From an optimization exercise on the open Yosys and OpenROAD flow, aimed at small area; shortcuts taken in it are not production practice. In this exercise RTL edits were held to simulation tests only and were not proved equivalent to the original. No activity file was given, so power comes from the tool's default toggle rates.

### design/flow/flow/run.sh
#!/bin/bash
# Layout flow: the standard ORFS flow with these changes:
#  - synthesis (flow/synth.tcl, synth_recipe.tcl with two changes) first turns
#    the instances of the modules in flow/cellmap.v into the standard cells
#    given there, then maps the rest of the combinational logic with the
#    area-oriented ABC script flow/abc.script; it does not pre-map full/half
#    adders (ADDER_MAP_FILE empty);
#  - the ORFS variables in flow/make_vars (one NAME=value per line) are set
#    for every step: clock tree arguments (small buffers, small sink clusters,
#    no dummy loads) and the port buffer cell.
# Each tool's output goes to a log file in this folder.
set -euo pipefail
W=$(pwd)
export MY_ABC_SCRIPT=$W/flow/abc.script
export MY_CELLMAP=$W/flow/cellmap.v
VARS=()
while IFS= read -r line; do
    [[ -z "$line" || "$line" == \#* ]] && continue
    VARS+=("$line")
done < $W/flow/make_vars
make -C "$FLOW_HOME" DESIGN_CONFIG=$W/config.mk WORK_HOME=$W/orfs CLKGATE_MAP_FILE= \
    SYNTH_SCRIPT=$W/flow/synth.tcl ADDER_MAP_FILE= synth > $W/synth.log 2>&1
make -C "$FLOW_HOME" DESIGN_CONFIG=$W/config.mk WORK_HOME=$W/orfs CLKGATE_MAP_FILE= \
    SYNTH_SCRIPT=$W/flow/synth.tcl ADDER_MAP_FILE= "${VARS[@]}" \
    finish > $W/layout.log 2>&1
R=$W/orfs/results/sky130hd/R_CPU/base
: # left out here: write the final layout as DEF
### design/flow/flow/abc.script
&get -n
&st
&dch
&nf -R 1000
&put
### design/flow/flow/cellmap.v
// Maps each rf_sel3 instance to one sky130 a222oi cell, which computes the
// same function: Y = !((A1 & A2) | (B1 & B2) | (C1 & C2)).
module rf_sel3(input s0, input d0, input s1, input d1, input s2, input d2, output y);
    sky130_fd_sc_hd__a222oi_1 _TECHMAP_REPLACE_ (
        .A1(d0), .A2(s0), .B1(d1), .B2(s1), .C1(d2), .C2(s2), .Y(y));
endmodule

// Maps each rf_join instance to four NANDs and an OR:
// o = !(y0&y1&y2&y3) | !(y4&y5&y6&y7) | !(y8 & y9 & !(s31&d31)).
module rf_join(input [9:0] y, input s31, input d31, output o);
    wire n31, t0, t1, t2;
    sky130_fd_sc_hd__nand2_1 u31 (.A(s31), .B(d31), .Y(n31));
    sky130_fd_sc_hd__nand4_1 u0 (.A(y[0]), .B(y[1]), .C(y[2]), .D(y[3]), .Y(t0));
    sky130_fd_sc_hd__nand4_1 u1 (.A(y[4]), .B(y[5]), .C(y[6]), .D(y[7]), .Y(t1));
    sky130_fd_sc_hd__nand3_1 u2 (.A(y[8]), .B(y[9]), .C(n31), .Y(t2));
    sky130_fd_sc_hd__or3_1 _TECHMAP_REPLACE_ (.A(t0), .B(t1), .C(t2), .X(o));
endmodule

// Maps each pc_ha instance to one sky130 half adder: SUM = A ^ B, COUT = A & B.
module pc_ha(input a, input b, output s, output c);
    sky130_fd_sc_hd__ha_1 _TECHMAP_REPLACE_ (.A(a), .B(b), .SUM(s), .COUT(c));
endmodule

// Maps each register select to one AND cell strong enough to drive its
// 32 loads: Y = A & B & C, Y = A & B.
module rf_sel_and3(input a, input b, input c, output y);
    sky130_fd_sc_hd__and3_2 _TECHMAP_REPLACE_ (.A(a), .B(b), .C(c), .X(y));
endmodule

module rf_sel_and2(input a, input b, output y);
    sky130_fd_sc_hd__and2_2 _TECHMAP_REPLACE_ (.A(a), .B(b), .X(y));
endmodule

// Maps the zero flag to a balanced tree: eight NOR4s, two NAND4s, one NOR2.
module zf_nor32(input [31:0] x, output z);
    wire [7:0] m;
    wire [1:0] n;
    genvar j;
    generate
        for (j = 0; j < 8; j = j + 1) begin : l1
            sky130_fd_sc_hd__nor4_1 u (.A(x[4*j]), .B(x[4*j+1]), .C(x[4*j+2]), .D(x[4*j+3]), .Y(m[j]));
        end
    endgenerate
    sky130_fd_sc_hd__nand4_1 n0 (.A(m[0]), .B(m[1]), .C(m[2]), .D(m[3]), .Y(n[0]));
    sky130_fd_sc_hd__nand4_1 n1 (.A(m[4]), .B(m[5]), .C(m[6]), .D(m[7]), .Y(n[1]));
    sky130_fd_sc_hd__nor2_1 _TECHMAP_REPLACE_ (.A(n[0]), .B(n[1]), .Y(z));
endmodule

// Maps each final result OR to an OR2 strong enough for the write-data net.
module alu_or2(input a, input b, output y);
    sky130_fd_sc_hd__or2_2 _TECHMAP_REPLACE_ (.A(a), .B(b), .X(y));
endmodule
### design/flow/flow/make_vars
CTS_ARGS=-sink_clustering_enable -repair_clock_nets -dont_use_dummy_load -buf_list {sky130_fd_sc_hd__clkbuf_4} -sink_clustering_size 9 -sink_clustering_max_diameter 45
BUFFER_PORTS_ARGS=-buffer_cell sky130_fd_sc_hd__buf_1
### design/flow/flow/synth.tcl
# The standard flow's synthesis (synth_recipe.tcl) with two changes: the instances of the
# modules in the file named by MY_CELLMAP are mapped to the standard cells given
# there before synthesis starts, and the ABC script that maps the rest of the
# combinational logic is the one in the file named by MY_ABC_SCRIPT, run without
# a delay target.
set ::cellmap_done 0
proc synth {args} {
  if { !$::cellmap_done } {
    yosys techmap -map $::env(MY_CELLMAP)
    set ::cellmap_done 1
  }
  yosys synth -nofsm -noshare {*}$args
}
proc abc {args} {
  set i [lsearch -exact $args -script]
  if { $i >= 0 } {
    set args [lreplace $args [expr {$i + 1}] [expr {$i + 1}] $::env(MY_ABC_SCRIPT)]
  }
  set j [lsearch -exact $args -D]
  if { $j >= 0 } {
    set args [lreplace $args $j [expr {$j + 1}]]
  }
  yosys abc {*}$args
}
source $::env(SCRIPTS_DIR)/synth.tcl
# left out here: clear keep_hierarchy, flatten, clean up, hide names made inside functions, write 1_2_yosys.v
### design/flow/standard.sh
#!/bin/bash
# synth_recipe.tcl (not shown) runs the flow's synth.tcl, then flattens the netlist and writes it again
# the make line also repeats each setting of config.mk as NAME=value (left out here)
make -C /OpenROAD-flow-scripts/flow DESIGN_CONFIG=/design/flow/config.mk WORK_HOME=/design/flow/orfs CLKGATE_MAP_FILE= SYNTH_SCRIPT=/design/flow/synth_recipe.tcl "${@:-finish}"
### design/flow/config.mk
export PLATFORM = sky130hd
export DESIGN_NAME = R_CPU
export DESIGN_NICKNAME = R_CPU
export VERILOG_FILES = /design/flow/design.v
export SDC_FILE = /design/flow/constraint.sdc
export NUM_CORES = 4
export LEC_CHECK = 0
export ABC_CLOCK_PERIOD_IN_PS = 10000
export CAP_MARGIN = 20
export CORE_MARGIN = 2
export CORE_UTILIZATION = 55
export SLEW_MARGIN = 20
### design/flow/constraint.sdc
create_clock -name core_clock -period 14.0 [get_ports {clk}]
set_input_delay 2.8000 -clock core_clock [delete_from_list [all_inputs] [get_ports {clk}]]
set_output_delay 2.8000 -clock core_clock [all_outputs]
set_load 0.01 [all_outputs]
### design/flow/design.v
`timescale 1ns / 1ps
module LCA_32(
    input [31:0] g,
    input [31:0] t,
    input C0,
    output [32:0] c
    );
    wire [7:0] G, P;
    assign c[0] = C0;
    genvar i, j;
    generate
        for (j = 0; j < 8; j = j + 1) begin : grp
            assign G[j] = g[4*j+3] | (t[4*j+3] & g[4*j+2]) | (t[4*j+3] & t[4*j+2] & g[4*j+1])
                        | (t[4*j+3] & t[4*j+2] & t[4*j+1] & g[4*j]);
            assign P[j] = t[4*j+3] & t[4*j+2] & t[4*j+1] & t[4*j];
            for (i = 0; i < 3; i = i + 1) begin : b
                assign c[4*j+i+1] = g[4*j+i] | (t[4*j+i] & c[4*j+i]);
            end
        end
    endgenerate
    wire G10 = G[1] | (P[1] & G[0]);
    wire P10 = P[1] & P[0];
    wire G32 = G[3] | (P[3] & G[2]);
    wire P32 = P[3] & P[2];
    wire G54 = G[5] | (P[5] & G[4]);
    wire P54 = P[5] & P[4];
    wire G76 = G[7] | (P[7] & G[6]);
    wire P76 = P[7] & P[6];
    assign c[4]  = G[0] | (P[0] & c[0]);
    assign c[8]  = G10 | (P10 & c[0]);
    assign c[12] = G[2] | (P[2] & c[8]);
    assign c[16] = G32 | (P32 & c[8]);
    assign c[20] = G[4] | (P[4] & c[16]);
    assign c[24] = G54 | (P54 & c[16]);
    assign c[28] = G[6] | (P[6] & c[24]);
    assign c[32] = G76 | (P76 & c[24]);
endmodule
`timescale 1ns / 1ps
module zf_nor32(
    input [31:0] x,
    output z
    );
    assign z = ~|x;
endmodule
module alu_or2(
    input a,
    input b,
    output y
    );
    assign y = a | b;
endmodule
module ALU(
    input op_add,
    input op_sub,
    input op_and,
    input op_or,
    input op_xor,
    input op_nor,
    input op_sltu,
    input op_sll,
    input [31:0] A,
    input [31:0] B,
    output [31:0] F,
    output ZF,
    output OF
    );
    wire sub = op_sub | op_sltu;
    wire arith = op_add | op_sub;
    wire [31:0] Bx = B ^ {32{sub}};
    wire [31:0] g = A & Bx;
    wire [31:0] t = A | Bx;
    wire [31:0] p = A ^ Bx;
    wire [32:0] c;
    LCA_32 carry(.g(g), .t(t), .C0(sub), .c(c));
    wire big = |A[31:5];
    wire [31:0] s0 = A[0] ? {B[30:0], 1'b0} : B;
    wire [31:0] s1 = A[1] ? {s0[29:0], 2'b0} : s0;
    wire [31:0] s2 = A[2] ? {s1[27:0], 4'b0} : s1;
    wire [31:0] s3 = A[3] ? {s2[23:0], 8'b0} : s2;
    wire shen = op_sll & ~big;
    wire sh16 = shen & A[4];
    wire sh00 = shen & ~A[4];
    wire [31:0] s4 = ({32{sh16}} & {s3[15:0], 16'b0}) | ({32{sh00}} & s3);
    wire xa = arith | op_xor;
    wire l00 = op_nor;
    wire l01 = op_or | xa;
    wire l10 = op_or | xa;
    wire l11 = op_and | op_or;
    wire [31:0] lg = (~A & ~Bx & {32{l00}}) | (~A & Bx & {32{l01}}) | (A & ~Bx & {32{l10}}) | (A & Bx & {32{l11}});
    wire [31:0] u = (lg ^ ({32{arith}} & c[31:0])) | {31'd0, op_sltu & ~c[32]};
    genvar m;
    generate for (m = 0; m < 32; m = m + 1) begin : fo
        alu_or2 o(.a(u[m]), .b(s4[m]), .y(F[m]));
    end endgenerate
    assign OF = arith & (A[31] == Bx[31]) & (p[31] ^ c[31] ^ A[31]);
    zf_nor32 zf(.x(F), .z(ZF));
endmodule
`timescale 1ns / 1ps
module rf_sel3(
    input s0, input d0,
    input s1, input d1,
    input s2, input d2,
    output y
    );
    assign y = ~((s0 & d0) | (s1 & d1) | (s2 & d2));
endmodule
module rf_sel_and3(
    input a, input b, input c,
    output y
    );
    assign y = a & b & c;
endmodule
module rf_sel_and2(
    input a, input b,
    output y
    );
    assign y = a & b;
endmodule
module rf_join(
    input [9:0] y,
    input s31, input d31,
    output o
    );
    assign o = ~(&y) | (s31 & d31);
endmodule
module RegisterFile(
    input [4:0] R_Addr_A,
    input [4:0] R_Addr_B,
    input [4:0] W_Addr,
    input [31:0] W_Data,
    input reset,
    input clk,
    input Write_Reg,
    output [31:0] R_Data_A,
    output [31:0] R_Data_B
    );
    reg [31:1] valid;
    wire [3:0] alo = 4'd1 << R_Addr_A[1:0];
    wire [7:0] ahi = 8'd1 << R_Addr_A[4:2];
    wire [3:0] blo = 4'd1 << R_Addr_B[1:0];
    wire [7:0] bhi = 8'd1 << R_Addr_B[4:2];
    wire [3:0] wlo = 4'd1 << W_Addr[1:0];
    wire [7:0] whi = Write_Reg ? (8'd1 << W_Addr[4:2]) : 8'd0;
    wire [31:0] wsel, asel, bsel;
    genvar i, k;
    generate
        for (i = 0; i < 32; i = i + 1) begin : dec
            if (i == 0) begin
                assign wsel[0] = 1'b0;
                assign asel[0] = 1'b0;
                assign bsel[0] = 1'b0;
            end else begin
                rf_sel_and2 dw(.a(wlo[i % 4]), .b(whi[i / 4]), .y(wsel[i]));
                rf_sel_and3 da(.a(alo[i % 4]), .b(ahi[i / 4]), .c(valid[i]), .y(asel[i]));
                rf_sel_and3 db(.a(blo[i % 4]), .b(bhi[i / 4]), .c(valid[i]), .y(bsel[i]));
            end
        end
    endgenerate
    always @(posedge clk or posedge reset) begin
        if (reset)
            valid <= 31'd0;
        else
            valid <= valid | wsel[31:1];
    end
    wire [31:0] q [1:31];
    generate
        for (i = 1; i < 32; i = i + 1) begin : r
            reg [31:0] d;
            always @(posedge clk)
                if (wsel[i])
                    d <= W_Data;
            assign q[i] = d;
        end
        for (k = 0; k < 32; k = k + 1) begin : bt
            wire [9:0] ya, yb;
            for (i = 0; i < 10; i = i + 1) begin : g
                rf_sel3 ua(.s0(asel[3*i+1]), .d0(q[3*i+1][k]),
                           .s1(asel[3*i+2]), .d1(q[3*i+2][k]),
                           .s2(asel[3*i+3]), .d2(q[3*i+3][k]), .y(ya[i]));
                rf_sel3 ub(.s0(bsel[3*i+1]), .d0(q[3*i+1][k]),
                           .s1(bsel[3*i+2]), .d1(q[3*i+2][k]),
                           .s2(bsel[3*i+3]), .d2(q[3*i+3][k]), .y(yb[i]));
            end
            rf_join ja(.y(ya), .s31(asel[31]), .d31(q[31][k]), .o(R_Data_A[k]));
            rf_join jb(.y(yb), .s31(bsel[31]), .d31(q[31][k]), .o(R_Data_B[k]));
        end
    endgenerate
endmodule
`timescale 1ns / 1ps
module decode(
    input [5:0] OP,
    input [5:0] func,
    output op_add,
    output op_sub,
    output op_and,
    output op_or,
    output op_xor,
    output op_nor,
    output op_sltu,
    output op_sll,
    output Write_Wire
    );
    wire r = (OP == 6'b000000);
    assign op_add  = r & (func == 6'b100000);
    assign op_sub  = r & (func == 6'b100010);
    assign op_and  = r & (func == 6'b100100);
    assign op_or   = r & (func == 6'b100101);
    assign op_xor  = r & (func == 6'b100110);
    assign op_nor  = r & (func == 6'b100111);
    assign op_sltu = r & (func == 6'b101011);
    assign op_sll  = r & (func == 6'b000100);
    assign Write_Wire = op_add | op_sub | op_and | op_or | op_xor | op_nor | op_sltu | op_sll;
endmodule
`timescale 1ns / 1ps
module pc_ha(
    input a,
    input b,
    output s,
    output c
    );
    assign s = a ^ b;
    assign c = a & b;
endmodule
module fetch(
    input clk,
    input reset,
    output [31:0] PC
    );
    reg [31:2] q;
    wire [31:2] n;
    wire [32:3] t;
    assign n[2] = ~q[2];
    assign t[3] = q[2];
    genvar i;
    generate
        for (i = 3; i < 31; i = i + 1) begin : inc
            pc_ha h(.a(q[i]), .b(t[i]), .s(n[i]), .c(t[i+1]));
        end
    endgenerate
    assign n[31] = q[31] ^ t[31];
    always @(posedge clk or posedge reset) begin
        if (reset)
            q <= 30'd0;
        else
            q <= n;
    end
    assign PC = {q, 2'b00};
endmodule
`timescale 1ns / 1ps
module R_CPU(
    input clk,
    input reset,
    input [31:0] Inst_code,
    output [31:0] PC,
    output [31:0] ALU_F,
    output OF,
    output ZF
    );
    wire [4:0] rs = Inst_code[25:21];
    wire [4:0] rt = Inst_code[20:16];
    wire [4:0] rd = Inst_code[15:11];
    wire [31:0] A, B, F;
    wire op_add, op_sub, op_and, op_or, op_xor, op_nor, op_sltu, op_sll, wr;
    fetch fetch_inst(.clk(clk), .reset(reset), .PC(PC));
    decode decode_inst(
        .OP(Inst_code[31:26]), .func(Inst_code[5:0]),
        .op_add(op_add), .op_sub(op_sub), .op_and(op_and), .op_or(op_or),
        .op_xor(op_xor), .op_nor(op_nor), .op_sltu(op_sltu), .op_sll(op_sll),
        .Write_Wire(wr)
    );
    RegisterFile RF_inst(
        .R_Addr_A(rs), .R_Addr_B(rt), .W_Addr(rd), .W_Data(F),
        .reset(reset), .clk(clk), .Write_Reg(wr),
        .R_Data_A(A), .R_Data_B(B)
    );
    ALU ALU_inst(
        .op_add(op_add), .op_sub(op_sub), .op_and(op_and), .op_or(op_or),
        .op_xor(op_xor), .op_nor(op_nor), .op_sltu(op_sltu), .op_sll(op_sll),
        .A(A), .B(B), .F(F), .OF(OF), .ZF(ZF)
    );
    assign ALU_F = F;
endmodule
==> run notes <==
-- layer usage --
metal  routed length, um  share of wire
met1               59600           0.34
met2               73200           0.42
met3               29300           0.17
met4               11800          0.068
met5                  34        0.00020
-- cell usage in the layout, fill, tap and decap left out, drive strengths merged, types with 45 or more instances in the layout --
cell,netlist,layout
a222oi,640,640
and2,66,66
and3,64,64
buf,3,258
clkbuf,0,141
dfrtp,61,61
edfxtp,992,992
nand2,133,133
nand3,68,68
nand4,136,136
nor2,129,129
nor3,56,56
o21ai,55,55
or2,64,64
or3,68,68
xnor2,45,45
-- final timing paths --
kind | to | cells past startpoint | slack, ns
worst max-delay path | ZF | 29 | 0.82
worst min-delay path | fetch_inst.q[31]$_DFF_PP0_ | 1 | 0.48
worst max register to register | RF_inst.r[3].d[31]$_DFFE_PP_ | 23 | 7.01
worst min register to register | fetch_inst.q[31]$_DFF_PP0_ | 1 | 0.48
max in group asynchronous | fetch_inst.q[30]$_DFF_PP0_ | 3 | 11.44
min in group asynchronous | fetch_inst.q[6]$_DFF_PP0_ | 3 | 1.98
-- cells by family (layout without fill, tap and decap cells) --
kind of cell,after synthesis,in the layout,synth area share
flops,1053,1053,0.699
simple gates,846,846,0.103
compound gates,791,791,0.164
xor+xnor,65,65,0.0127
mux,42,42,0.00991
buf+inv,34,430,0.00310
fa+ha+maj,28,28,0.00782
other cells,1,8,0.0000837
-- sequential cells by signal, indices dropped and copies added, names as in the netlist --
signal         count
RF_inst.r.d      992
RF_inst.valid     31
fetch_inst.q      30
-- power by group through the flow --
stage	Combinational [mW]	Sequential [mW]	Clock (mW)
after detailed placement	0.0372	3.46	0
after CTS	0.0373	3.39	1.45
after global placement	0.0363	3.46	0
after global routing	0.0409	3.39	1.57
after floorplan	0.0192	3.46	0
final	0.0388	3.39	1.45
-- cell type report --
cell class | instances | share of cell area
flip-flops and latches | 1053 | 0.642
multi-input cells | 1774 | 0.274
repair buffers | 258 | 0.0326
well taps | 1060 | 0.0272
clock buffers | 141 | 0.0217
inverters | 31 | 0.00238
diodes | 6 | 0.000308
-- metrics by stage --
stage,instances,area (sq um),total power [mW]
after floorplan,2861,44800,3.48
after global placement,4176,47700,3.50
after detailed placement,4176,47700,3.50
after CTS,4317,48800,4.87
after global routing,4318,48800,5.00
final,4323,48800,4.88
==> impl_metrics.ini <==
[sta]
min_period_ns = 13.18
hold_viol = 0
holdWs_ns = 0.483
grt_setup_unrepaired = no
setup_viol = 0
max_freq_mhz = 75.9
fin_crit_sh = 0.942
tightestPinTransition_ns = 1.18
fin_tns_setup_ns = 0
drv_slew = 0
worst_slack_ns = 0.818
final.setup_skew_ns = 0.176
max_slew_margin = 0.215

[global_route]
grt_pass1_vias = 33264
grt_pass1_wl_mm = 240
use_met3 = 0.138
overflow = 0
grt_usage = 0.412
use_met1 = 0.556
grt_max_degree = 62
antenna_found_initial = 13
grt.busiest_layer = met2
grt_util_met2 = 0.584

[synthesis]
synth.largest_area_cell = edfxtp_1
ys_warn_count = 2
async_reset_ff_frac = 0.0579
ys_dominant_reg_cell = edfxtp_1
synth_seq_cells = 1053
post-synth-top-count-cell = edfxtp_1
synth_commonest_cells = edfxtp_1, a222oi_1, nand4_1
syn_area_per_cell_sq_um = 15.7
ys_types = 48
synth_area_leaders = edfxtp_1, a222oi_1, dfrtp_1
ys_seq_area_frac = 0.699
synthCells = 2860
synth_area_sq_um = 44800
synth_top_area_share = 0.665
synth_edf_count = 992

[pwr]
power_frac_seq = 0.695
irDropWorstVdd_mv = 0.0756
combPwrFrac = 0.008
clockPowerShare = 0.297
power_density_nw_per_um2 = 99.9
internal_power_mw = 3.86
netSwitchingFraction = 0.208
power_leakage_nw = 14.3
power_switching_mw = 1.02

[layout]
area_growth_pct = 8.91
final_util = 0.606
register_area_sq_um = 31300
nFillCells = 6234
multi_input_area_sq_um = 13400
fin_nets = 3321
drive_gt1_frac = 0.135

[hold_path]
min_from = fetch_inst.q[31]$_DFF_PP0_
hold_class = flop to flop

[clocking]
cts_buffers = 141
cts_hold_buf = 0
clock_latency_ns = 1.05
clockBufferDepth = 3
cts_tree = built
cts_setup_buffers = 0
htreeDepth = 4
clkTransAtPathRegs_ns = 0.09
clock-sinks = 1053
post_cts_resized = 0
root_buffer = clkbuf_4

[placement]
place_ws_ns = 1.09
port-buffer-count = 92
gp_congestion = 0.949
hpwlAfterDp_mm = 111

[setup_path]
critPathRequiredTime_ns = 11.20
slowest_delay_ns = 0.69
worst-path-buf-inv = 3
r2r-start = RF_inst.valid[11]$_DFF_PP0_
endpoint_kind = primary output
critPathMaxFanout = 23
crit_top_cell = nor2_1
critPathArrivalTime_ns = 10.38
crit_slowest_cell = or3_1
crit_path_start_kind = input pin
worstSetupPathType = input pin to primary output
crit_family = simple AND/OR/NAND/NOR gates
crit_path_start = Inst_code[16]

[detailed_routing]
drt-pass1-iter-count = 13
vias_per_cell = 8.13
drt-total-wl_mm = 174
drc = 0
first_iter_violations = 9084
postRouteAntennaNets = 0
num_vias = 35167
drt-wirelength-per-cell_um = 40.2

[die]
io_pins = 100
rows = 104
die_w_um = 289
core_area_sq_um = 80500
initial_core_util = 0.556
die_area_sq_um = 83800
die_h_um = 289

[outcome]
status = timing/DRC/antenna clean

[job]
drv_cap = 0

## static timing again, ports no longer ideal
Ports are ideal in the flow. The routed layout listed here was re-timed in OpenROAD.
Step 1 (the two cells are an assumption about what drives the block):
set clk [get_ports {clk}]
set_driving_cell -lib_cell sky130_fd_sc_hd__clkbuf_16 $clk
set_driving_cell -lib_cell sky130_fd_sc_hd__buf_2 [delete_from_list [all_inputs] $clk]
Step 2 also shifts input and output timing later by t, the mid clock arrival at the registers, as if the neighbouring blocks saw the same clock.
a / b / c = ideal / step 1 / step 2; a / b = the first two.
shift t [ns]: 1.030
setup WS [ns]: 0.818 / 0.796 / 0.796
hold slack, ns: 0.483 / 0.483 / 0.483
clock arrival spread, ns: 0.176 / 0.176
After both steps this run still meets setup and hold. The setup slack of this run moves by -0.022 ns with the drivers and by -0.022 ns with both steps.
